Source: an optimization exercise on an open RTL-to-GDS flow (aim: small area, a short achievable clock period and few clock cycles per item). Production flows keep margins and buffers that such runs may drop. At most, simulation tests tie the RTL to the original design; equivalence was not proved. The RTL of run 2 was laid out without a check of its function.

==> flow/design.v, too long to show whole: its modules and the start of the top module <==
// module lms_core: 4658 lines
// module lms_gp: 11 lines
// module lms_g: 8 lines
// module lms_fa: 10 lines
module lms_core #(
    parameter WIDTH = 16,
    parameter FRAC  = 8
)(
    input wire clk,
    input wire rst,
    input wire start,
    input wire signed [WIDTH-1:0] x_in,
    input wire signed [WIDTH-1:0] d_in,
    output wire signed [WIDTH-1:0] y_out,
    output wire signed [WIDTH-1:0] e_out,
    output reg done
);
  // ...
==> flow/run.sh <==
#!/bin/bash
# synth_recipe.tcl (not shown) runs the flow's synth.tcl, then flattens the netlist and writes it again
# the make line also repeats each setting of config.mk as NAME=value (left out here)
make -C /OpenROAD-flow-scripts/flow DESIGN_CONFIG=/design/flow/config.mk WORK_HOME=/design/flow/orfs CLKGATE_MAP_FILE= SYNTH_SCRIPT=/design/flow/synth_recipe.tcl finish
==> flow/config.mk <==
export PLATFORM = sky130hd
export DESIGN_NAME = lms_core
export DESIGN_NICKNAME = lms_core
export VERILOG_FILES = /design/flow/design.v
export SDC_FILE = /design/flow/constraint.sdc
export NUM_CORES = 4
export LEC_CHECK = 0
export CAP_MARGIN = 20
export CORE_MARGIN = 2
export CORE_UTILIZATION = 55
export CTS_BUF_LIST = sky130_fd_sc_hd__clkbuf_4 sky130_fd_sc_hd__clkbuf_8
export SETUP_SLACK_MARGIN = 2.6
export SLEW_MARGIN = 20
export SYNTH_HIERARCHICAL = 1
export SYNTH_MINIMUM_KEEP_SIZE = 0
export TNS_END_PERCENT = 10
==> flow/constraint.sdc <==
create_clock -name core_clock -period 8.0 [get_ports {clk}]
set_input_delay 1.6000 -clock core_clock [delete_from_list [all_inputs] [get_ports {clk}]]
set_output_delay 1.6000 -clock core_clock [all_outputs]
set_load 0.01 [all_outputs]
==> impl_metrics.env, run 1 <==
export IMPL_startpoint_type="flop"
export IMPL_count_of_buffers_not_belonging_to_the_clock_network_in_the_layout=241
export IMPL_route_detailed_vias_per_inst=5.798
export IMPL_diodes=2
export IMPL_biggest_regs="acc_a: 25 flops, acc_b: 24 flops"
export IMPL_postCtsSetupBuffers=24
export IMPL_fin_setup_tns_ns=0
export IMPL_path_max_fanout=3
export IMPL_cts_tree="built"
export IMPL_cts_root_buffer="clkbuf_8"
export IMPL_nets=6347
export IMPL_outcome="complete, no violations"
export IMPL_nonClkBufAreaFrac_pct=4.056
export IMPL_post_route_min_period_ns=5.540
export IMPL_groute_layer_met2_usage_pct=56.10
export IMPL_antenna_violations_before_repair=3
export IMPL_post_route_worst_setup_slack_ns=2.460
export IMPL_worst_hold_path_type="reg -> reg"
export IMPL_detail_route_drc_violations=0
export IMPL_synth_yosys_seq_area_share_pct=16.46
export IMPL_placed_cells_incl_taps=6358
export IMPL_ant_nets=0
export IMPL_cts_clk_slew_worst_paths_ns=0.06
export IMPL_seq_share_pct=15.44
export IMPL_synth_enable_flop_cells=16
Testbench counts, summed over its fixed seeds: cycles 6,144, items 2,048.
==> inputs of run 2 (changes only) <==
--- a/flow/design.v
+++ b/flow/design.v
@@ -12,16 +12,18 @@
     output wire signed [WIDTH-1:0] e_out,
     output reg done
 );
     reg [15:0] x0, x1, x2, x3, x4, x5, x6, x7;    
     reg [15:0] u0, u1, u2, u3, v0, v1, v2, v3;    
     reg [15:0] d_r;
     reg ph1, ph2;                                 
     reg [24:0] acc_a, acc_b;                      
+    reg [7:1] sc_r;                               
+    wire [7:1] sc_w;
     reg [15:0] w_r;                               
     reg [16:0] h_r;                               
     reg [16:0] q_r;                               
     wire [15:0] w_sum;
     wire [16:0] h_sum, q_sum;
     reg eq1_0;
     reg ng1_0;
     reg eq1_1;
@@ -715,16 +717,17 @@
     wire cy2_g344;
     lms_g gq344 (.g1(cy2_g337), .p1(cy2_p337), .g0(cy2_g336), .g(cy2_g344));
     wire cy2_g345;
     lms_g gq345 (.g1(cy2_g338), .p1(cy2_p338), .g0(cy2_g336), .g(cy2_g345));
     wire cy2_g346;
     lms_g gq346 (.g1(cy2_g339), .p1(cy2_p339), .g0(cy2_g336), .g(cy2_g346));
     wire sp347 = ~p2_288;
     wire sc348 = ~(~p2_288 & cy2_g346);
+    assign sc_w[1] = sc348;
     wire t3_0_349 = (eq3_0 ? u0[0] : v0[0]) ^ ng3_0;
     wire t3_0_350 = (eq3_0 ? u0[1] : v0[1]) ^ ng3_0;
     wire t3_0_351 = (eq3_0 ? u0[2] : v0[2]) ^ ng3_0;
     wire t3_0_352 = (eq3_0 ? u0[3] : v0[3]) ^ ng3_0;
     wire t3_0_353 = (eq3_0 ? u0[4] : v0[4]) ^ ng3_0;
     wire t3_0_354 = (eq3_0 ? u0[5] : v0[5]) ^ ng3_0;
     wire t3_0_355 = (eq3_0 ? u0[6] : v0[6]) ^ ng3_0;
     wire t3_0_356 = (eq3_0 ? u0[7] : v0[7]) ^ ng3_0;
@@ -968,16 +971,17 @@
     wire cy3_g518;
     lms_g gq518 (.g1(cy3_g511), .p1(cy3_p511), .g0(cy3_g510), .g(cy3_g518));
     wire cy3_g519;
     lms_g gq519 (.g1(cy3_g512), .p1(cy3_p512), .g0(cy3_g510), .g(cy3_g519));
     wire cy3_g520;
     lms_g gq520 (.g1(cy3_g513), .p1(cy3_p513), .g0(cy3_g510), .g(cy3_g520));
     wire sp521 = ~p3_462;
     wire sc522 = ~(~p3_462 & cy3_g520);
+    assign sc_w[2] = sc522;
     wire t4_0_523 = (eq4_0 ? u0[0] : v0[0]) ^ ng4_0;
     wire t4_0_524 = (eq4_0 ? u0[1] : v0[1]) ^ ng4_0;
     wire t4_0_525 = (eq4_0 ? u0[2] : v0[2]) ^ ng4_0;
     wire t4_0_526 = (eq4_0 ? u0[3] : v0[3]) ^ ng4_0;
     wire t4_0_527 = (eq4_0 ? u0[4] : v0[4]) ^ ng4_0;
     wire t4_0_528 = (eq4_0 ? u0[5] : v0[5]) ^ ng4_0;
     wire t4_0_529 = (eq4_0 ? u0[6] : v0[6]) ^ ng4_0;
     wire t4_0_530 = (eq4_0 ? u0[7] : v0[7]) ^ ng4_0;
@@ -1221,16 +1225,17 @@
     wire cy4_g692;
     lms_g gq692 (.g1(cy4_g685), .p1(cy4_p685), .g0(cy4_g684), .g(cy4_g692));
     wire cy4_g693;
     lms_g gq693 (.g1(cy4_g686), .p1(cy4_p686), .g0(cy4_g684), .g(cy4_g693));
     wire cy4_g694;
     lms_g gq694 (.g1(cy4_g687), .p1(cy4_p687), .g0(cy4_g684), .g(cy4_g694));
     wire sp695 = ~p4_636;
     wire sc696 = ~(~p4_636 & cy4_g694);
+    assign sc_w[3] = sc696;
     wire t5_0_697 = (eq5_0 ? u0[0] : v0[0]) ^ ng5_0;
     wire t5_0_698 = (eq5_0 ? u0[1] : v0[1]) ^ ng5_0;
     wire t5_0_699 = (eq5_0 ? u0[2] : v0[2]) ^ ng5_0;
     wire t5_0_700 = (eq5_0 ? u0[3] : v0[3]) ^ ng5_0;
     wire t5_0_701 = (eq5_0 ? u0[4] : v0[4]) ^ ng5_0;
     wire t5_0_702 = (eq5_0 ? u0[5] : v0[5]) ^ ng5_0;
     wire t5_0_703 = (eq5_0 ? u0[6] : v0[6]) ^ ng5_0;
     wire t5_0_704 = (eq5_0 ? u0[7] : v0[7]) ^ ng5_0;
@@ -1474,16 +1479,17 @@
     wire cy5_g866;
     lms_g gq866 (.g1(cy5_g859), .p1(cy5_p859), .g0(cy5_g858), .g(cy5_g866));
     wire cy5_g867;
     lms_g gq867 (.g1(cy5_g860), .p1(cy5_p860), .g0(cy5_g858), .g(cy5_g867));
     wire cy5_g868;
     lms_g gq868 (.g1(cy5_g861), .p1(cy5_p861), .g0(cy5_g858), .g(cy5_g868));
     wire sp869 = ~p5_810;
     wire sc870 = ~(~p5_810 & cy5_g868);
+    assign sc_w[4] = sc870;
     wire t6_0_871 = (eq6_0 ? u0[0] : v0[0]) ^ ng6_0;
     wire t6_0_872 = (eq6_0 ? u0[1] : v0[1]) ^ ng6_0;
     wire t6_0_873 = (eq6_0 ? u0[2] : v0[2]) ^ ng6_0;
     wire t6_0_874 = (eq6_0 ? u0[3] : v0[3]) ^ ng6_0;
     wire t6_0_875 = (eq6_0 ? u0[4] : v0[4]) ^ ng6_0;
     wire t6_0_876 = (eq6_0 ? u0[5] : v0[5]) ^ ng6_0;
     wire t6_0_877 = (eq6_0 ? u0[6] : v0[6]) ^ ng6_0;
     wire t6_0_878 = (eq6_0 ? u0[7] : v0[7]) ^ ng6_0;
@@ -1727,16 +1733,17 @@
     wire cy6_g1040;
     lms_g gq1040 (.g1(cy6_g1033), .p1(cy6_p1033), .g0(cy6_g1032), .g(cy6_g1040));
     wire cy6_g1041;
     lms_g gq1041 (.g1(cy6_g1034), .p1(cy6_p1034), .g0(cy6_g1032), .g(cy6_g1041));
     wire cy6_g1042;
     lms_g gq1042 (.g1(cy6_g1035), .p1(cy6_p1035), .g0(cy6_g1032), .g(cy6_g1042));
     wire sp1043 = ~p6_984;
     wire sc1044 = ~(~p6_984 & cy6_g1042);
+    assign sc_w[5] = sc1044;
     wire t7_0_1045 = (eq7_0 ? u0[0] : v0[0]) ^ ng7_0;
     wire t7_0_1046 = (eq7_0 ? u0[1] : v0[1]) ^ ng7_0;
     wire t7_0_1047 = (eq7_0 ? u0[2] : v0[2]) ^ ng7_0;
     wire t7_0_1048 = (eq7_0 ? u0[3] : v0[3]) ^ ng7_0;
     wire t7_0_1049 = (eq7_0 ? u0[4] : v0[4]) ^ ng7_0;
     wire t7_0_1050 = (eq7_0 ? u0[5] : v0[5]) ^ ng7_0;
     wire t7_0_1051 = (eq7_0 ? u0[6] : v0[6]) ^ ng7_0;
     wire t7_0_1052 = (eq7_0 ? u0[7] : v0[7]) ^ ng7_0;
@@ -1980,16 +1987,17 @@
     wire cy7_g1214;
     lms_g gq1214 (.g1(cy7_g1207), .p1(cy7_p1207), .g0(cy7_g1206), .g(cy7_g1214));
     wire cy7_g1215;
     lms_g gq1215 (.g1(cy7_g1208), .p1(cy7_p1208), .g0(cy7_g1206), .g(cy7_g1215));
     wire cy7_g1216;
     lms_g gq1216 (.g1(cy7_g1209), .p1(cy7_p1209), .g0(cy7_g1206), .g(cy7_g1216));
     wire sp1217 = ~p7_1158;
     wire sc1218 = ~(~p7_1158 & cy7_g1216);
+    assign sc_w[6] = sc1218;
     wire t8_0_1219 = (eq8_0 ? u0[0] : v0[0]) ^ ng8_0;
     wire t8_0_1220 = (eq8_0 ? u0[1] : v0[1]) ^ ng8_0;
     wire t8_0_1221 = (eq8_0 ? u0[2] : v0[2]) ^ ng8_0;
     wire t8_0_1222 = (eq8_0 ? u0[3] : v0[3]) ^ ng8_0;
     wire t8_0_1223 = (eq8_0 ? u0[4] : v0[4]) ^ ng8_0;
     wire t8_0_1224 = (eq8_0 ? u0[5] : v0[5]) ^ ng8_0;
     wire t8_0_1225 = (eq8_0 ? u0[6] : v0[6]) ^ ng8_0;
     wire t8_0_1226 = (eq8_0 ? u0[7] : v0[7]) ^ ng8_0;
@@ -2233,16 +2241,17 @@
     wire cy8_g1388;
     lms_g gq1388 (.g1(cy8_g1381), .p1(cy8_p1381), .g0(cy8_g1380), .g(cy8_g1388));
     wire cy8_g1389;
     lms_g gq1389 (.g1(cy8_g1382), .p1(cy8_p1382), .g0(cy8_g1380), .g(cy8_g1389));
     wire cy8_g1390;
     lms_g gq1390 (.g1(cy8_g1383), .p1(cy8_p1383), .g0(cy8_g1380), .g(cy8_g1390));
     wire sp1391 = ~p8_1332;
     wire sc1392 = ~(~p8_1332 & cy8_g1390);
+    assign sc_w[7] = sc1392;
     wire f_s1393 = sl1a[6] ^ sl1b[6];
     wire f_c1393 = sl1a[6] & sl1b[6];
     wire f_s1394, f_c1394;
     lms_fa fa1394 (.a(sl1a[7]), .b(sl1b[7]), .c(sl2a[6]), .s(f_s1394), .co(f_c1394));
     wire f_s1395, f_c1395;
     lms_fa fa1395 (.a(sl2b[6]), .b(sl3a[5]), .c(sl3b[5]), .s(f_s1395), .co(f_c1395));
     wire f_s1396, f_c1396;
     lms_fa fa1396 (.a(sl1a[8]), .b(sl1b[8]), .c(sl2a[7]), .s(f_s1396), .co(f_c1396));
@@ -2293,18 +2302,18 @@
     wire f_s1419, f_c1419;
     lms_fa fa1419 (.a(sl4b[12]), .b(sl5a[11]), .c(sl5b[11]), .s(f_s1419), .co(f_c1419));
     wire f_s1420, f_c1420;
     lms_fa fa1420 (.a(1'b1), .b(sl3a[14]), .c(sl3b[14]), .s(f_s1420), .co(f_c1420));
     wire f_s1421, f_c1421;
     lms_fa fa1421 (.a(sl4a[13]), .b(sl4b[13]), .c(sl5a[12]), .s(f_s1421), .co(f_c1421));
     wire f_s1422 = sl5b[12] ^ sl6a[11];
     wire f_c1422 = sl5b[12] & sl6a[11];
-    wire f_s1423, f_c1423;
-    lms_fa fa1423 (.a(sl4a[14]), .b(sl4b[14]), .c(sl5a[13]), .s(f_s1423), .co(f_c1423));
+    wire f_s1423 = sl4a[14] ^ sl4b[14];
+    wire f_c1423 = sl4a[14] & sl4b[14];
     wire f_s1424 = sl1a[4] ^ sl1b[4];
     wire f_c1424 = sl1a[4] & sl1b[4];
     wire f_s1425, f_c1425;
     lms_fa fa1425 (.a(sl1a[5]), .b(sl1b[5]), .c(sl2a[4]), .s(f_s1425), .co(f_c1425));
     wire f_s1426, f_c1426;
     lms_fa fa1426 (.a(sl2b[4]), .b(sl3a[3]), .c(sl3b[3]), .s(f_s1426), .co(f_c1426));
     wire f_s1427, f_c1427;
     lms_fa fa1427 (.a(sl2a[5]), .b(sl2b[5]), .c(sl3a[4]), .s(f_s1427), .co(f_c1427));
@@ -2388,31 +2397,31 @@
     lms_fa fa1466 (.a(sl6b[11]), .b(sl7a[10]), .c(sl7b[10]), .s(f_s1466), .co(f_c1466));
     wire f_s1467, f_c1467;
     lms_fa fa1467 (.a(sl8a[9]), .b(sl8b[9]), .c(f_s1422), .s(f_s1467), .co(f_c1467));
     wire f_s1468, f_c1468;
     lms_fa fa1468 (.a(sp347), .b(f_c1417), .c(f_c1418), .s(f_s1468), .co(f_c1468));
     wire f_s1469, f_c1469;
     lms_fa fa1469 (.a(f_c1419), .b(f_s1420), .c(f_s1421), .s(f_s1469), .co(f_c1469));
     wire f_s1470, f_c1470;
-    lms_fa fa1470 (.a(sl5b[13]), .b(sl6a[12]), .c(sl6b[12]), .s(f_s1470), .co(f_c1470));
+    lms_fa fa1470 (.a(sl5a[13]), .b(sl5b[13]), .c(sl6a[12]), .s(f_s1470), .co(f_c1470));
     wire f_s1471, f_c1471;
-    lms_fa fa1471 (.a(sl7a[11]), .b(sl7b[11]), .c(sl8a[10]), .s(f_s1471), .co(f_c1471));
+    lms_fa fa1471 (.a(sl6b[12]), .b(sl7a[11]), .c(sl7b[11]), .s(f_s1471), .co(f_c1471));
     wire f_s1472, f_c1472;
-    lms_fa fa1472 (.a(sl8b[10]), .b(f_c1422), .c(sp521), .s(f_s1472), .co(f_c1472));
+    lms_fa fa1472 (.a(sl8a[10]), .b(sl8b[10]), .c(f_c1422), .s(f_s1472), .co(f_c1472));
     wire f_s1473, f_c1473;
-    lms_fa fa1473 (.a(f_c1420), .b(f_c1421), .c(f_s1423), .s(f_s1473), .co(f_c1473));
+    lms_fa fa1473 (.a(f_s1423), .b(sp521), .c(f_c1420), .s(f_s1473), .co(f_c1473));
     wire f_s1474, f_c1474;
     lms_fa fa1474 (.a(sl5a[14]), .b(sl5b[14]), .c(sl6a[13]), .s(f_s1474), .co(f_c1474));
     wire f_s1475, f_c1475;
     lms_fa fa1475 (.a(sl6b[13]), .b(sl7a[12]), .c(sl7b[12]), .s(f_s1475), .co(f_c1475));
-    wire f_s1476, f_c1476;
-    lms_fa fa1476 (.a(sl8a[11]), .b(sl8b[11]), .c(sp695), .s(f_s1476), .co(f_c1476));
-    wire f_s1477, f_c1477;
-    lms_fa fa1477 (.a(sl6a[14]), .b(sl6b[14]), .c(sl7a[13]), .s(f_s1477), .co(f_c1477));
+    wire f_s1476 = sl8a[11] ^ sl8b[11];
+    wire f_c1476 = sl8a[11] & sl8b[11];
+    wire f_s1477 = sl6a[14] ^ sl6b[14];
+    wire f_c1477 = sl6a[14] & sl6b[14];
     wire f_s1478, f_c1478;
     lms_fa fa1478 (.a(sl1a[3]), .b(sl1b[3]), .c(sl2a[2]), .s(f_s1478), .co(f_c1478));
     wire f_s1479, f_c1479;
     lms_fa fa1479 (.a(sl2a[3]), .b(sl2b[3]), .c(sl3a[2]), .s(f_s1479), .co(f_c1479));
     wire f_s1480, f_c1480;
     lms_fa fa1480 (.a(sl3b[2]), .b(sl4a[1]), .c(sl4b[1]), .s(f_s1480), .co(f_c1480));
     wire f_s1481, f_c1481;
     lms_fa fa1481 (.a(sl4a[2]), .b(sl4b[2]), .c(sl5a[1]), .s(f_s1481), .co(f_c1481));
@@ -2480,39 +2489,39 @@
     lms_fa fa1512 (.a(f_s1463), .b(f_s1419), .c(f_c1460), .s(f_s1512), .co(f_c1512));
     wire f_s1513, f_c1513;
     lms_fa fa1513 (.a(f_c1461), .b(f_s1464), .c(f_s1465), .s(f_s1513), .co(f_c1513));
     wire f_s1514, f_c1514;
     lms_fa fa1514 (.a(f_c1462), .b(f_c1463), .c(f_s1466), .s(f_s1514), .co(f_c1514));
     wire f_s1515, f_c1515;
     lms_fa fa1515 (.a(f_s1467), .b(f_c1464), .c(f_c1465), .s(f_s1515), .co(f_c1515));
     wire f_s1516, f_c1516;
-    lms_fa fa1516 (.a(f_s1468), .b(sc174), .c(f_s1469), .s(f_s1516), .co(f_c1516));
+    lms_fa fa1516 (.a(f_s1468), .b(f_s1469), .c(sc174), .s(f_s1516), .co(f_c1516));
     wire f_s1517, f_c1517;
-    lms_fa fa1517 (.a(f_c1466), .b(f_s1470), .c(f_s1471), .s(f_s1517), .co(f_c1517));
+    lms_fa fa1517 (.a(f_c1466), .b(f_c1421), .c(f_s1470), .s(f_s1517), .co(f_c1517));
     wire f_s1518, f_c1518;
-    lms_fa fa1518 (.a(f_c1467), .b(f_s1472), .c(f_c1468), .s(f_s1518), .co(f_c1518));
+    lms_fa fa1518 (.a(f_s1471), .b(f_c1467), .c(f_s1472), .s(f_s1518), .co(f_c1518));
     wire f_s1519, f_c1519;
-    lms_fa fa1519 (.a(f_c1469), .b(sc348), .c(f_s1473), .s(f_s1519), .co(f_c1519));
+    lms_fa fa1519 (.a(f_c1468), .b(f_c1469), .c(f_s1473), .s(f_s1519), .co(f_c1519));
     wire f_s1520, f_c1520;
-    lms_fa fa1520 (.a(f_c1470), .b(f_c1471), .c(f_c1423), .s(f_s1520), .co(f_c1520));
+    lms_fa fa1520 (.a(f_c1423), .b(f_s1476), .c(sp695), .s(f_s1520), .co(f_c1520));
     wire f_s1521, f_c1521;
-    lms_fa fa1521 (.a(f_s1474), .b(f_s1475), .c(f_c1472), .s(f_s1521), .co(f_c1521));
+    lms_fa fa1521 (.a(f_c1470), .b(f_c1471), .c(f_s1474), .s(f_s1521), .co(f_c1521));
     wire f_s1522, f_c1522;
-    lms_fa fa1522 (.a(f_s1476), .b(f_c1473), .c(sc522), .s(f_s1522), .co(f_c1522));
+    lms_fa fa1522 (.a(f_s1475), .b(f_c1472), .c(f_c1473), .s(f_s1522), .co(f_c1522));
     wire f_s1523, f_c1523;
-    lms_fa fa1523 (.a(sl7b[13]), .b(sl8a[12]), .c(sl8b[12]), .s(f_s1523), .co(f_c1523));
+    lms_fa fa1523 (.a(sl7a[13]), .b(sl7b[13]), .c(sl8a[12]), .s(f_s1523), .co(f_c1523));
     wire f_s1524, f_c1524;
-    lms_fa fa1524 (.a(sp869), .b(f_c1474), .c(f_c1475), .s(f_s1524), .co(f_c1524));
+    lms_fa fa1524 (.a(sl8b[12]), .b(f_c1476), .c(f_s1477), .s(f_s1524), .co(f_c1524));
     wire f_s1525, f_c1525;
-    lms_fa fa1525 (.a(f_s1477), .b(f_c1476), .c(sc696), .s(f_s1525), .co(f_c1525));
+    lms_fa fa1525 (.a(sp869), .b(f_c1474), .c(f_c1475), .s(f_s1525), .co(f_c1525));
     wire f_s1526, f_c1526;
     lms_fa fa1526 (.a(sl7a[14]), .b(sl7b[14]), .c(sl8a[13]), .s(f_s1526), .co(f_c1526));
-    wire f_s1527, f_c1527;
-    lms_fa fa1527 (.a(sl8b[13]), .b(sp1043), .c(f_c1477), .s(f_s1527), .co(f_c1527));
+    wire f_s1527 = sl8b[13] ^ f_c1477;
+    wire f_c1527 = sl8b[13] & f_c1477;
     wire f_s1528, f_c1528;
     lms_fa fa1528 (.a(sl1a[2]), .b(sl1b[2]), .c(sl2a[1]), .s(f_s1528), .co(f_c1528));
     wire f_s1529, f_c1529;
     lms_fa fa1529 (.a(sl2b[2]), .b(sl3a[1]), .c(sl3b[1]), .s(f_s1529), .co(f_c1529));
     wire f_s1530 = sl4a[0] ^ sl4b[0];
     wire f_c1530 = sl4a[0] & sl4b[0];
     wire f_s1531, f_c1531;
     lms_fa fa1531 (.a(sl5a[0]), .b(sl5b[0]), .c(f_s1424), .s(f_s1531), .co(f_c1531));
@@ -2562,35 +2571,35 @@
     lms_fa fa1553 (.a(f_c1508), .b(f_s1511), .c(f_c1509), .s(f_s1553), .co(f_c1553));
     wire f_s1554, f_c1554;
     lms_fa fa1554 (.a(f_s1512), .b(f_c1510), .c(f_s1513), .s(f_s1554), .co(f_c1554));
     wire f_s1555, f_c1555;
     lms_fa fa1555 (.a(f_c1511), .b(f_s1514), .c(f_c1512), .s(f_s1555), .co(f_c1555));
     wire f_s1556, f_c1556;
     lms_fa fa1556 (.a(f_c1513), .b(f_s1515), .c(f_s1516), .s(f_s1556), .co(f_c1556));
     wire f_s1557, f_c1557;
-    lms_fa fa1557 (.a(f_c1514), .b(f_s1517), .c(f_c1515), .s(f_s1557), .co(f_c1557));
+    lms_fa fa1557 (.a(f_c1514), .b(f_s1517), .c(f_s1518), .s(f_s1557), .co(f_c1557));
     wire f_s1558, f_c1558;
-    lms_fa fa1558 (.a(f_s1518), .b(f_c1516), .c(f_s1519), .s(f_s1558), .co(f_c1558));
+    lms_fa fa1558 (.a(f_c1515), .b(f_s1519), .c(f_c1516), .s(f_s1558), .co(f_c1558));
     wire f_s1559, f_c1559;
-    lms_fa fa1559 (.a(f_c1517), .b(f_s1520), .c(f_s1521), .s(f_s1559), .co(f_c1559));
+    lms_fa fa1559 (.a(f_s1520), .b(f_c1517), .c(f_s1521), .s(f_s1559), .co(f_c1559));
     wire f_s1560, f_c1560;
     lms_fa fa1560 (.a(f_c1518), .b(f_c1519), .c(f_s1522), .s(f_s1560), .co(f_c1560));
     wire f_s1561, f_c1561;
     lms_fa fa1561 (.a(f_s1523), .b(f_c1520), .c(f_s1524), .s(f_s1561), .co(f_c1561));
     wire f_s1562, f_c1562;
-    lms_fa fa1562 (.a(f_c1521), .b(f_c1522), .c(f_s1525), .s(f_s1562), .co(f_c1562));
+    lms_fa fa1562 (.a(f_c1521), .b(f_s1525), .c(f_c1522), .s(f_s1562), .co(f_c1562));
     wire f_s1563, f_c1563;
-    lms_fa fa1563 (.a(f_c1523), .b(f_s1526), .c(f_c1524), .s(f_s1563), .co(f_c1563));
+    lms_fa fa1563 (.a(sp1043), .b(f_c1523), .c(f_s1526), .s(f_s1563), .co(f_c1563));
     wire f_s1564, f_c1564;
-    lms_fa fa1564 (.a(f_s1527), .b(sc870), .c(f_c1525), .s(f_s1564), .co(f_c1564));
+    lms_fa fa1564 (.a(f_s1527), .b(f_c1524), .c(f_c1525), .s(f_s1564), .co(f_c1564));
     wire f_s1565, f_c1565;
     lms_fa fa1565 (.a(sl8a[14]), .b(sl8b[14]), .c(sp1217), .s(f_s1565), .co(f_c1565));
-    wire f_s1566, f_c1566;
-    lms_fa fa1566 (.a(f_c1526), .b(f_c1527), .c(sc1044), .s(f_s1566), .co(f_c1566));
+    wire f_s1566 = f_c1526 ^ f_c1527;
+    wire f_c1566 = f_c1526 & f_c1527;
     wire f_s1567 = sl1a[1] ^ sl1b[1];
     wire f_c1567 = sl1a[1] & sl1b[1];
     wire f_s1568, f_c1568;
     lms_fa fa1568 (.a(sl2b[1]), .b(sl3a[0]), .c(sl3b[0]), .s(f_s1568), .co(f_c1568));
     wire f_s1569, f_c1569;
     lms_fa fa1569 (.a(f_s1530), .b(f_c1528), .c(f_s1529), .s(f_s1569), .co(f_c1569));
     wire f_s1570, f_c1570;
     lms_fa fa1570 (.a(f_c1530), .b(f_c1529), .c(f_s1531), .s(f_s1570), .co(f_c1570));
@@ -2616,25 +2625,25 @@
     lms_fa fa1580 (.a(f_c1549), .b(f_s1551), .c(f_c1550), .s(f_s1580), .co(f_c1580));
     wire f_s1581, f_c1581;
     lms_fa fa1581 (.a(f_c1551), .b(f_s1553), .c(f_c1552), .s(f_s1581), .co(f_c1581));
     wire f_s1582, f_c1582;
     lms_fa fa1582 (.a(f_c1553), .b(f_s1555), .c(f_c1554), .s(f_s1582), .co(f_c1582));
     wire f_s1583, f_c1583;
     lms_fa fa1583 (.a(f_c1555), .b(f_s1557), .c(f_c1556), .s(f_s1583), .co(f_c1583));
     wire f_s1584, f_c1584;
-    lms_fa fa1584 (.a(f_s1559), .b(f_c1557), .c(f_c1558), .s(f_s1584), .co(f_c1584));
+    lms_fa fa1584 (.a(f_s1559), .b(f_c1557), .c(f_s1560), .s(f_s1584), .co(f_c1584));
     wire f_s1585, f_c1585;
     lms_fa fa1585 (.a(f_s1561), .b(f_c1559), .c(f_c1560), .s(f_s1585), .co(f_c1585));
     wire f_s1586, f_c1586;
-    lms_fa fa1586 (.a(f_c1561), .b(f_s1563), .c(f_s1564), .s(f_s1586), .co(f_c1586));
+    lms_fa fa1586 (.a(f_s1563), .b(f_c1561), .c(f_s1564), .s(f_s1586), .co(f_c1586));
     wire f_s1587, f_c1587;
-    lms_fa fa1587 (.a(f_s1565), .b(f_c1563), .c(f_s1566), .s(f_s1587), .co(f_c1587));
-    wire f_s1588, f_c1588;
-    lms_fa fa1588 (.a(sp1391), .b(f_c1565), .c(sc1218), .s(f_s1588), .co(f_c1588));
+    lms_fa fa1587 (.a(f_s1566), .b(f_s1565), .c(f_c1563), .s(f_s1587), .co(f_c1587));
+    wire f_s1588 = sp1391 ^ f_c1566;
+    wire f_c1588 = sp1391 & f_c1566;
     wire f_s1589 = sl2a[0] ^ sl2b[0];
     wire f_c1589 = sl2a[0] & sl2b[0];
     wire f_s1590, f_c1590;
     lms_fa fa1590 (.a(f_c1567), .b(f_s1568), .c(f_s1528), .s(f_s1590), .co(f_c1590));
     wire f_s1591, f_c1591;
     lms_fa fa1591 (.a(f_c1568), .b(f_s1478), .c(f_s1569), .s(f_s1591), .co(f_c1591));
     wire f_s1592, f_c1592;
     lms_fa fa1592 (.a(f_c1569), .b(f_s1532), .c(f_s1570), .s(f_s1592), .co(f_c1592));
@@ -2656,31 +2665,31 @@
     lms_fa fa1600 (.a(f_s1548), .b(f_c1577), .c(f_s1578), .s(f_s1600), .co(f_c1600));
     wire f_s1601, f_c1601;
     lms_fa fa1601 (.a(f_s1550), .b(f_c1578), .c(f_s1579), .s(f_s1601), .co(f_c1601));
     wire f_s1602, f_c1602;
     lms_fa fa1602 (.a(f_s1552), .b(f_c1579), .c(f_s1580), .s(f_s1602), .co(f_c1602));
     wire f_s1603, f_c1603;
     lms_fa fa1603 (.a(f_s1554), .b(f_c1580), .c(f_s1581), .s(f_s1603), .co(f_c1603));
     wire f_s1604, f_c1604;
-    lms_fa fa1604 (.a(f_s1556), .b(f_c1581), .c(f_s1582), .s(f_s1604), .co(f_c1604));
+    lms_fa fa1604 (.a(f_c1581), .b(f_s1582), .c(f_s1556), .s(f_s1604), .co(f_c1604));
     wire f_s1605, f_c1605;
-    lms_fa fa1605 (.a(f_s1558), .b(f_c1582), .c(f_s1583), .s(f_s1605), .co(f_c1605));
+    lms_fa fa1605 (.a(f_c1582), .b(f_s1558), .c(f_s1583), .s(f_s1605), .co(f_c1605));
     wire f_s1606, f_c1606;
-    lms_fa fa1606 (.a(f_s1560), .b(f_c1583), .c(f_s1584), .s(f_s1606), .co(f_c1606));
+    lms_fa fa1606 (.a(f_s1584), .b(f_c1558), .c(f_c1583), .s(f_s1606), .co(f_c1606));
     wire f_s1607, f_c1607;
     lms_fa fa1607 (.a(f_s1562), .b(f_c1584), .c(f_s1585), .s(f_s1607), .co(f_c1607));
     wire f_s1608, f_c1608;
-    lms_fa fa1608 (.a(f_c1562), .b(f_c1585), .c(f_s1586), .s(f_s1608), .co(f_c1608));
+    lms_fa fa1608 (.a(f_c1562), .b(f_s1586), .c(f_c1585), .s(f_s1608), .co(f_c1608));
     wire f_s1609, f_c1609;
     lms_fa fa1609 (.a(f_c1564), .b(f_s1587), .c(f_c1586), .s(f_s1609), .co(f_c1609));
     wire f_s1610, f_c1610;
-    lms_fa fa1610 (.a(f_c1566), .b(f_s1588), .c(f_c1587), .s(f_s1610), .co(f_c1610));
-    wire f_s1611, f_c1611;
-    lms_fa fa1611 (.a(1'b1), .b(sc1392), .c(f_c1588), .s(f_s1611), .co(f_c1611));
+    lms_fa fa1610 (.a(f_c1565), .b(f_s1588), .c(f_c1587), .s(f_s1610), .co(f_c1610));
+    wire f_s1611 = 1'b1 ^ f_c1588;
+    wire f_c1611 = 1'b1 & f_c1588;
     wire [24:0] treea = {f_c1611, f_c1610, f_c1609, f_c1608, f_c1607, f_c1606, f_c1605, f_c1604, f_c1603, f_c1602, f_c1601, f_c1600, f_c1599, f_c1598, f_c1597, f_c1596, f_c1595, f_c1594, f_c1593, f_c1592, f_c1591, f_c1590, f_c1589, f_s1589, sl1a[0]};
     wire [24:0] treeb = {1'b0, f_s1611, f_s1610, f_s1609, f_s1608, f_s1607, f_s1606, f_s1605, f_s1604, f_s1603, f_s1602, f_s1601, f_s1600, f_s1599, f_s1598, f_s1597, f_s1596, f_s1595, f_s1594, f_s1593, f_s1592, f_s1591, f_s1590, f_s1567, sl1b[0]};
     wire w_s1612 = u0[0] ^ u1[0];
     wire w_c1612 = u0[0] & u1[0];
     wire w_s1613, w_c1613;
     lms_fa fa1613 (.a(u0[1]), .b(u1[1]), .c(u2[1]), .s(w_s1613), .co(w_c1613));
     wire w_s1614, w_c1614;
     lms_fa fa1614 (.a(u0[2]), .b(u1[2]), .c(u2[2]), .s(w_s1614), .co(w_c1614));
@@ -2885,30 +2894,30 @@
     wire x_s1736 = acc_a[13] ^ acc_b[13];
     wire x_c1736 = acc_a[13] & acc_b[13];
     wire x_s1737 = acc_a[14] ^ acc_b[14];
     wire x_c1737 = acc_a[14] & acc_b[14];
     wire x_s1738 = acc_a[15] ^ acc_b[15];
     wire x_c1738 = acc_a[15] & acc_b[15];
     wire x_s1739 = acc_a[16] ^ acc_b[16];
     wire x_c1739 = acc_a[16] & acc_b[16];
-    wire x_s1740 = acc_a[17] ^ acc_b[17];
-    wire x_c1740 = acc_a[17] & acc_b[17];
-    wire x_s1741 = acc_a[18] ^ acc_b[18];
-    wire x_c1741 = acc_a[18] & acc_b[18];
-    wire x_s1742 = acc_a[19] ^ acc_b[19];
-    wire x_c1742 = acc_a[19] & acc_b[19];
-    wire x_s1743 = acc_a[20] ^ acc_b[20];
-    wire x_c1743 = acc_a[20] & acc_b[20];
-    wire x_s1744 = acc_a[21] ^ acc_b[21];
-    wire x_c1744 = acc_a[21] & acc_b[21];
-    wire x_s1745 = acc_a[22] ^ acc_b[22];
-    wire x_c1745 = acc_a[22] & acc_b[22];
-    wire x_s1746 = acc_a[23] ^ acc_b[23];
-    wire x_c1746 = acc_a[23] & acc_b[23];
+    wire x_s1740, x_c1740;
+    lms_fa fa1740 (.a(acc_a[17]), .b(acc_b[17]), .c(~w_r[15]), .s(x_s1740), .co(x_c1740));
+    wire x_s1741, x_c1741;
+    lms_fa fa1741 (.a(acc_a[18]), .b(acc_b[18]), .c(~w_r[15]), .s(x_s1741), .co(x_c1741));
+    wire x_s1742, x_c1742;
+    lms_fa fa1742 (.a(acc_a[19]), .b(acc_b[19]), .c(~w_r[15]), .s(x_s1742), .co(x_c1742));
+    wire x_s1743, x_c1743;
+    lms_fa fa1743 (.a(acc_a[20]), .b(acc_b[20]), .c(~w_r[15]), .s(x_s1743), .co(x_c1743));
+    wire x_s1744, x_c1744;
+    lms_fa fa1744 (.a(acc_a[21]), .b(acc_b[21]), .c(~w_r[15]), .s(x_s1744), .co(x_c1744));
+    wire x_s1745, x_c1745;
+    lms_fa fa1745 (.a(acc_a[22]), .b(acc_b[22]), .c(~w_r[15]), .s(x_s1745), .co(x_c1745));
+    wire x_s1746, x_c1746;
+    lms_fa fa1746 (.a(acc_a[23]), .b(acc_b[23]), .c(~w_r[15]), .s(x_s1746), .co(x_c1746));
     wire x_s1747 = acc_a[24] ^ acc_b[24];
     wire x_c1747 = acc_a[24] & acc_b[24];
     wire x_s1748 = acc_b[0] ^ ~w_r[0];
     wire x_c1748 = acc_b[0] & ~w_r[0];
     wire x_s1749, x_c1749;
     lms_fa fa1749 (.a(~w_r[1]), .b(x_c1723), .c(x_s1724), .s(x_s1749), .co(x_c1749));
     wire x_s1750, x_c1750;
     lms_fa fa1750 (.a(~w_r[2]), .b(x_c1724), .c(x_s1725), .s(x_s1750), .co(x_c1750));
@@ -2936,31 +2945,31 @@
     lms_fa fa1761 (.a(~w_r[13]), .b(x_c1735), .c(x_s1736), .s(x_s1761), .co(x_c1761));
     wire x_s1762, x_c1762;
     lms_fa fa1762 (.a(~w_r[14]), .b(x_c1736), .c(x_s1737), .s(x_s1762), .co(x_c1762));
     wire x_s1763, x_c1763;
     lms_fa fa1763 (.a(~w_r[15]), .b(x_c1737), .c(x_s1738), .s(x_s1763), .co(x_c1763));
     wire x_s1764, x_c1764;
     lms_fa fa1764 (.a(~w_r[15]), .b(x_c1738), .c(x_s1739), .s(x_s1764), .co(x_c1764));
     wire x_s1765, x_c1765;
-    lms_fa fa1765 (.a(~w_r[15]), .b(x_c1739), .c(x_s1740), .s(x_s1765), .co(x_c1765));
+    lms_fa fa1765 (.a(sc_r[1]), .b(x_c1739), .c(x_s1740), .s(x_s1765), .co(x_c1765));
     wire x_s1766, x_c1766;
-    lms_fa fa1766 (.a(~w_r[15]), .b(x_c1740), .c(x_s1741), .s(x_s1766), .co(x_c1766));
+    lms_fa fa1766 (.a(sc_r[2]), .b(x_c1740), .c(x_s1741), .s(x_s1766), .co(x_c1766));
     wire x_s1767, x_c1767;
-    lms_fa fa1767 (.a(~w_r[15]), .b(x_c1741), .c(x_s1742), .s(x_s1767), .co(x_c1767));
+    lms_fa fa1767 (.a(sc_r[3]), .b(x_c1741), .c(x_s1742), .s(x_s1767), .co(x_c1767));
     wire x_s1768, x_c1768;
-    lms_fa fa1768 (.a(~w_r[15]), .b(x_c1742), .c(x_s1743), .s(x_s1768), .co(x_c1768));
+    lms_fa fa1768 (.a(sc_r[4]), .b(x_c1742), .c(x_s1743), .s(x_s1768), .co(x_c1768));
     wire x_s1769, x_c1769;
-    lms_fa fa1769 (.a(~w_r[15]), .b(x_c1743), .c(x_s1744), .s(x_s1769), .co(x_c1769));
+    lms_fa fa1769 (.a(sc_r[5]), .b(x_c1743), .c(x_s1744), .s(x_s1769), .co(x_c1769));
     wire x_s1770, x_c1770;
-    lms_fa fa1770 (.a(~w_r[15]), .b(x_c1744), .c(x_s1745), .s(x_s1770), .co(x_c1770));
+    lms_fa fa1770 (.a(sc_r[6]), .b(x_c1744), .c(x_s1745), .s(x_s1770), .co(x_c1770));
     wire x_s1771, x_c1771;
-    lms_fa fa1771 (.a(~w_r[15]), .b(x_c1745), .c(x_s1746), .s(x_s1771), .co(x_c1771));
+    lms_fa fa1771 (.a(sc_r[7]), .b(x_c1745), .c(x_s1746), .s(x_s1771), .co(x_c1771));
     wire x_s1772, x_c1772;
-    lms_fa fa1772 (.a(~w_r[15]), .b(x_c1746), .c(x_s1747), .s(x_s1772), .co(x_c1772));
+    lms_fa fa1772 (.a(~w_r[15]), .b(x_s1747), .c(x_c1746), .s(x_s1772), .co(x_c1772));
     wire [24:0] xra = {x_c1771, x_c1770, x_c1769, x_c1768, x_c1767, x_c1766, x_c1765, x_c1764, x_c1763, x_c1762, x_c1761, x_c1760, x_c1759, x_c1758, x_c1757, x_c1756, x_c1755, x_c1754, x_c1753, x_c1752, x_c1751, x_c1750, x_c1749, x_c1748, x_s1748};
     wire [24:0] xrb = {x_s1772, x_s1771, x_s1770, x_s1769, x_s1768, x_s1767, x_s1766, x_s1765, x_s1764, x_s1763, x_s1762, x_s1761, x_s1760, x_s1759, x_s1758, x_s1757, x_s1756, x_s1755, x_s1754, x_s1753, x_s1752, x_s1751, x_s1750, x_s1749, x_s1723};
     wire xax1773 = xra[0] ^ xrb[0];
     wire xax1774 = xra[1] ^ xrb[1];
     wire xax1775 = xra[2] ^ xrb[2];
     wire xax1776 = xra[3] ^ xrb[3];
     wire xax1777 = xra[4] ^ xrb[4];
     wire xax1778 = xra[5] ^ xrb[5];
@@ -4584,16 +4593,17 @@
             v0 <= v0n; v1 <= v1n; v2 <= v2n; v3 <= v3n;
         end
     end
     always @(posedge clk) begin
         if (start) d_r <= d_in;
         acc_a <= treea;
         acc_b <= treeb;
         w_r <= w_sum;
+        sc_r <= sc_w;
         h_r <= h_sum;
         q_r <= q_sum;
         eq1_0 <= ph1 ? eqB1_0 : eqA1_0;
         ng1_0 <= ph1 ? ngB1_0 : ngA1_0;
         eq1_1 <= ph1 ? eqB1_1 : eqA1_1;
         ng1_1 <= ph1 ? ngB1_1 : ngA1_1;
         eq1_2 <= ph1 ? eqB1_2 : eqA1_2;
         ng1_2 <= ph1 ? ngB1_2 : ngA1_2;
==> flow/config.mk (replaced) <==
export PLATFORM = sky130hd
export DESIGN_NAME = lms_core
export DESIGN_NICKNAME = lms_core
export VERILOG_FILES = /design/flow/design.v
export SDC_FILE = /design/flow/constraint.sdc
export NUM_CORES = 4
export LEC_CHECK = 0
export CAP_MARGIN = 20
export CORE_MARGIN = 2
export CORE_UTILIZATION = 55
export CTS_BUF_LIST = sky130_fd_sc_hd__clkbuf_4 sky130_fd_sc_hd__clkbuf_8
export SETUP_SLACK_MARGIN = 2.75
export SLEW_MARGIN = 20
export SYNTH_HIERARCHICAL = 1
export SYNTH_MINIMUM_KEEP_SIZE = 0
export TNS_END_PERCENT = 10
==> impl_metrics.env, run 2 <==
export IMPL_share_of_the_cycle_needed_by_the_critical_path_after_routing_pct=67.50
export IMPL_cts_clk_slew_worst_paths_ns=0.06
export IMPL_cts_tree="built"
export IMPL_most_frequent_standard_cell_in_the_layout_excluding_fill_and_tap_cells="xnor2_1"
export IMPL_cap_viol_max_count=0
export IMPL_design_core_area_mm2=0.09671
export IMPL_synth_most_common_cell="xnor2_1"
export IMPL_cts_htree_levels=3
export IMPL_maxClockFrequency_mhz=185.2
export IMPL_setup_repair_after_global_routing_missed_its_margin="true"
export IMPL_syn_avg_cell_area_um2=9.967
export IMPL_timing_critical_path_required_ns=8.59
export IMPL_cts_root_buffer="clkbuf_8"
export IMPL_ctsHoldBuffers=0
export IMPL_hold_viol_final=0
export IMPL_synth_compound_area_share_pct=9.970
export IMPL_critical_path_arrival_ns=5.99
export IMPL_worst_hold_path_type="reg -> reg"
export IMPL_ys_ff_latch=438
export IMPL_port_buffers=67
export IMPL_regMostFlops="acc_a"
export IMPL_crit_end_category="flop"
export IMPL_finalMaxSlewViolations=0
export IMPL_avgRoutedWirePerCell_um=27.10
export IMPL_cts_root_to_sink_buffers=3
export IMPL_detail_route_first_pass_iterations=5
export IMPL_synthesis_instances=5379
export IMPL_groute_usage_overall_pct=36.15
export IMPL_worst_path_largest_cell_delay_ns=0.82
export IMPL_floorplan_io_pins=68
export IMPL_cell_area_after_technology_mapping_mm2=0.05361
export IMPL_timing_critical_path_slowest_stage_cell="dfxtp_1"
export IMPL_initial_utilization_pct=55.44
export IMPL_detail_route_drc_violations=0
export IMPL_cts_sinks=438
export IMPL_relSlewSlack_pct=27.99
export IMPL_hold_path_depth=1
export IMPL_first_global_vias=39700
export IMPL_fin_setup_tns_ns=0
export IMPL_synth_top_flop_cell="dfxtp_1"
export IMPL_setup_violations=0
export IMPL_layout_common_cells="xnor2_1, mux2i_1, fa_1"
export IMPL_route_detailed_vias_per_inst=5.858
export IMPL_yosys_area_share_xor_xnor_pct=14.15
export IMPL_synthesis_yosys_warnings=7
export IMPL_die_w_um=316.2
export IMPL_fillerInstances=8477
export IMPL_reg2reg_setup_slack_ns=2.60
export IMPL_ant_nets=0
export IMPL_hold_path_endpoint="done"
export IMPL_finalClockSkew_ns=0.08467
export IMPL_synth_yosys_seq_area_share_pct=16.65
export IMPL_worstSkewPairLatency_ns=0.80
export IMPL_post_synth_most_frequent_cells="xnor2_1, mux2i_1, fa_1"
export IMPL_gp_congestion=0.9415
export IMPL_timing_rr_start="v3[6]"
export IMPL_synth_top_cell_by_area="fa_1"
export IMPL_worstMarginPinSlew_ns=1.066
export IMPL_largest_family_of_logic_cells_by_synthesized_area="adder cells"
export IMPL_synth_enable_flop_cells=16
export IMPL_worst_r2r_path_depth=14
export IMPL_std_cell_rows=114
export IMPL_worstPathCellList="mux2i_1 -> xnor2_1 -> fa_1 -> fa_1 -> or2_2 -> and2_1 -> and2_1 -> a21o_4 -> a21o_1 -> nand2_2 -> fa_1 -> fa_2 -> fa_1 -> fa_1"
export IMPL_die_area_mm2=0.09999
export IMPL_post_route_min_period_ns=5.400
export IMPL_drive_above_1_share_pct=11.47
export IMPL_synth_distinct_cells=53
export IMPL_synth_top_cells_by_area="fa_1, dfxtp_1, mux2i_1"
export IMPL_setup_worst_path_class="reg -> reg"
export IMPL_startpoint_type="flop"
export IMPL_via_count=39060
export IMPL_biggest_regs="acc_a: 25 flops, acc_b: 24 flops"
export IMPL_asyncSetResetFlopFracSynth_pct=0
export IMPL_grt_max_degree=133
export IMPL_antenna_violations_before_repair=2
export IMPL_nets=6389
export IMPL_synth_adder_area_share_pct=32.09
export IMPL_fraction_of_synthesized_area_in_multiplexers_pct=12.52
export IMPL_tritoncts_buffer_count=85
export IMPL_min_from="ph2"
export IMPL_grt_pass1_wl_um=263100
export IMPL_largest_register_ffs=25
export IMPL_detailed_place_hpwl_um=139600
export IMPL_die_height_um=316.2
export IMPL_reg2reg_to="acc_b[17]"
export IMPL_synth_simple_gate_area_share_pct=10.38
export IMPL_outcome="complete, no violations"
export IMPL_overflow=0
export IMPL_area_overhead_of_the_layout_relative_to_synthesis_pct=9.772
export IMPL_dr_first_iter_drc_count=3136
export IMPL_synth_top_area_share_pct=21.21
export IMPL_final_routed_wirelength_across_all_metal_layers_um=180700
export IMPL_critical_path_top_cell_by_count="fa_1"
export IMPL_path_max_fanout=9
## run 2: cell types whose count changed after synthesis, moves of 13 or more
| cell | delta |
|---|---|
| nand2_1 | -45 |
| xnor2_1 | -38 |
| o21ai_0 | +17 |
| o21bai_1 | +13 |
| clkbuf_1 | -14 |
| nand3_1 | +18 |
| buf_1 | +13 |
| a21oi_1 | +28 |
| nor2_1 | +16 |
## run 2: layout make-up
| type | count | area (um^2) | area share, % |
|---|---|---|---|
| multi-input combinational | 4377 | 43020 | 73.09 |
| sequential | 438 | 9126 | 15.51 |
| timing repair buffer | 232 | 2365 | 4.018 |
| clock buffer | 133 | 1668 | 2.834 |
| tap | 1276 | 1597 | 2.713 |
| inverter | 186 | 726.9 | 1.235 |
| clock inverter | 21 | 341.6 | 0.5804 |
| antenna | 4 | 10.01 | 0.01701 |
## run 2: what timing repair did
item	4_1_cts	5_1_grt
resized for setup	133	85
gates cloned	4	2
setup endpoints to repair	148	68
setup buffers	35	65
pin swaps	18	17
## run 2: logic make-up (layout without fill, tap and decap cells)
family,Yosys count,after routing
DFF,438,438
adders and majority gates,1034,1034
buffers and inverters,566,572
other,2,7
and+or+nand+nor,1054,1054
AOI/OAI and AO/OA,749,750
xor gates and xnor gates,866,866
muxes,670,670
## run 2: worst max path at each step
stage             start         to  slack, ns
6_report          v3[6]  acc_b[17]       2.60
3_3_place_gp   acc_a[1]     v1[15]       1.68
4_1_cts           ng1_2  acc_b[17]       2.54
2_1_floorplan     eq4_2  acc_b[11]       2.73
3_5_place_dp   acc_a[1]     v1[15]       1.58
5_1_grt        acc_a[9]     u1[15]       2.48
## run 2: metal layers
metal	GRT usage [%]	routed length [um]	vias up
met3	8.803	16310	429
met5	0	0	-
met4	14.74	8258	0
met2	56.07	78670	1585
met1	48.47	77470	19370
li1	-	-	17670
## run 2: per-stage QoR
step                util [%]  cell area, um^2  cells  hold slack [ns]  setup slack [ns]
global placement       56.72            54850   6402           0.4186             1.683
floorplan                  -            53640   5380           0.4138             2.726
detailed placement     56.72            54850   6402           0.4346             1.585
global route           60.85            58840   6665           0.4695             2.476
CTS                    59.91            57940   6595           0.4494             2.537
finish                 60.85            58850   6667           0.4451             2.600
## run 2: critical path, delay by kind of cell, from the launching register on
kind,cells,cell delay (ns)
xor+xnor,1,0.19
flops,1,0.82
simple gates,4,0.76
mux,1,0.18
compound gates,2,0.44
fa+ha+maj,6,2.80
## run 2: per-module statistics from Yosys, one instance, submodules excluded
module	times used	area (um^2)	flops+latches
lms_fa	560	20.02	0
lms_g	230	7.507	0
lms_core	1	36420	438
lms_gp	309	13.76	0

afterwards: timing with drivers on the ports:
Ports are ideal in the flow. The routed layouts listed here were re-timed in OpenROAD. Step 1 assumes that a clkbuf_16 drives the clock port and a buf_2 every other input. Step 2 also shifts input and output timing later by t, the mid clock arrival at the registers, as if the neighbouring blocks saw the same clock. a / b / c = ideal ports / drivers / drivers and shift; a / b = the first two.
run	t, ns	setup slack, ns	latest minus earliest clock arrival (ns)	pins driven straight from the clock port
run 1	0.857	2.460 / 2.448 / 2.460	0.059 / 0.059	1
run 2	0.826	2.600 / 2.600 / 2.600	0.085 / 0.085	1
After both steps every run listed still meets setup and hold.
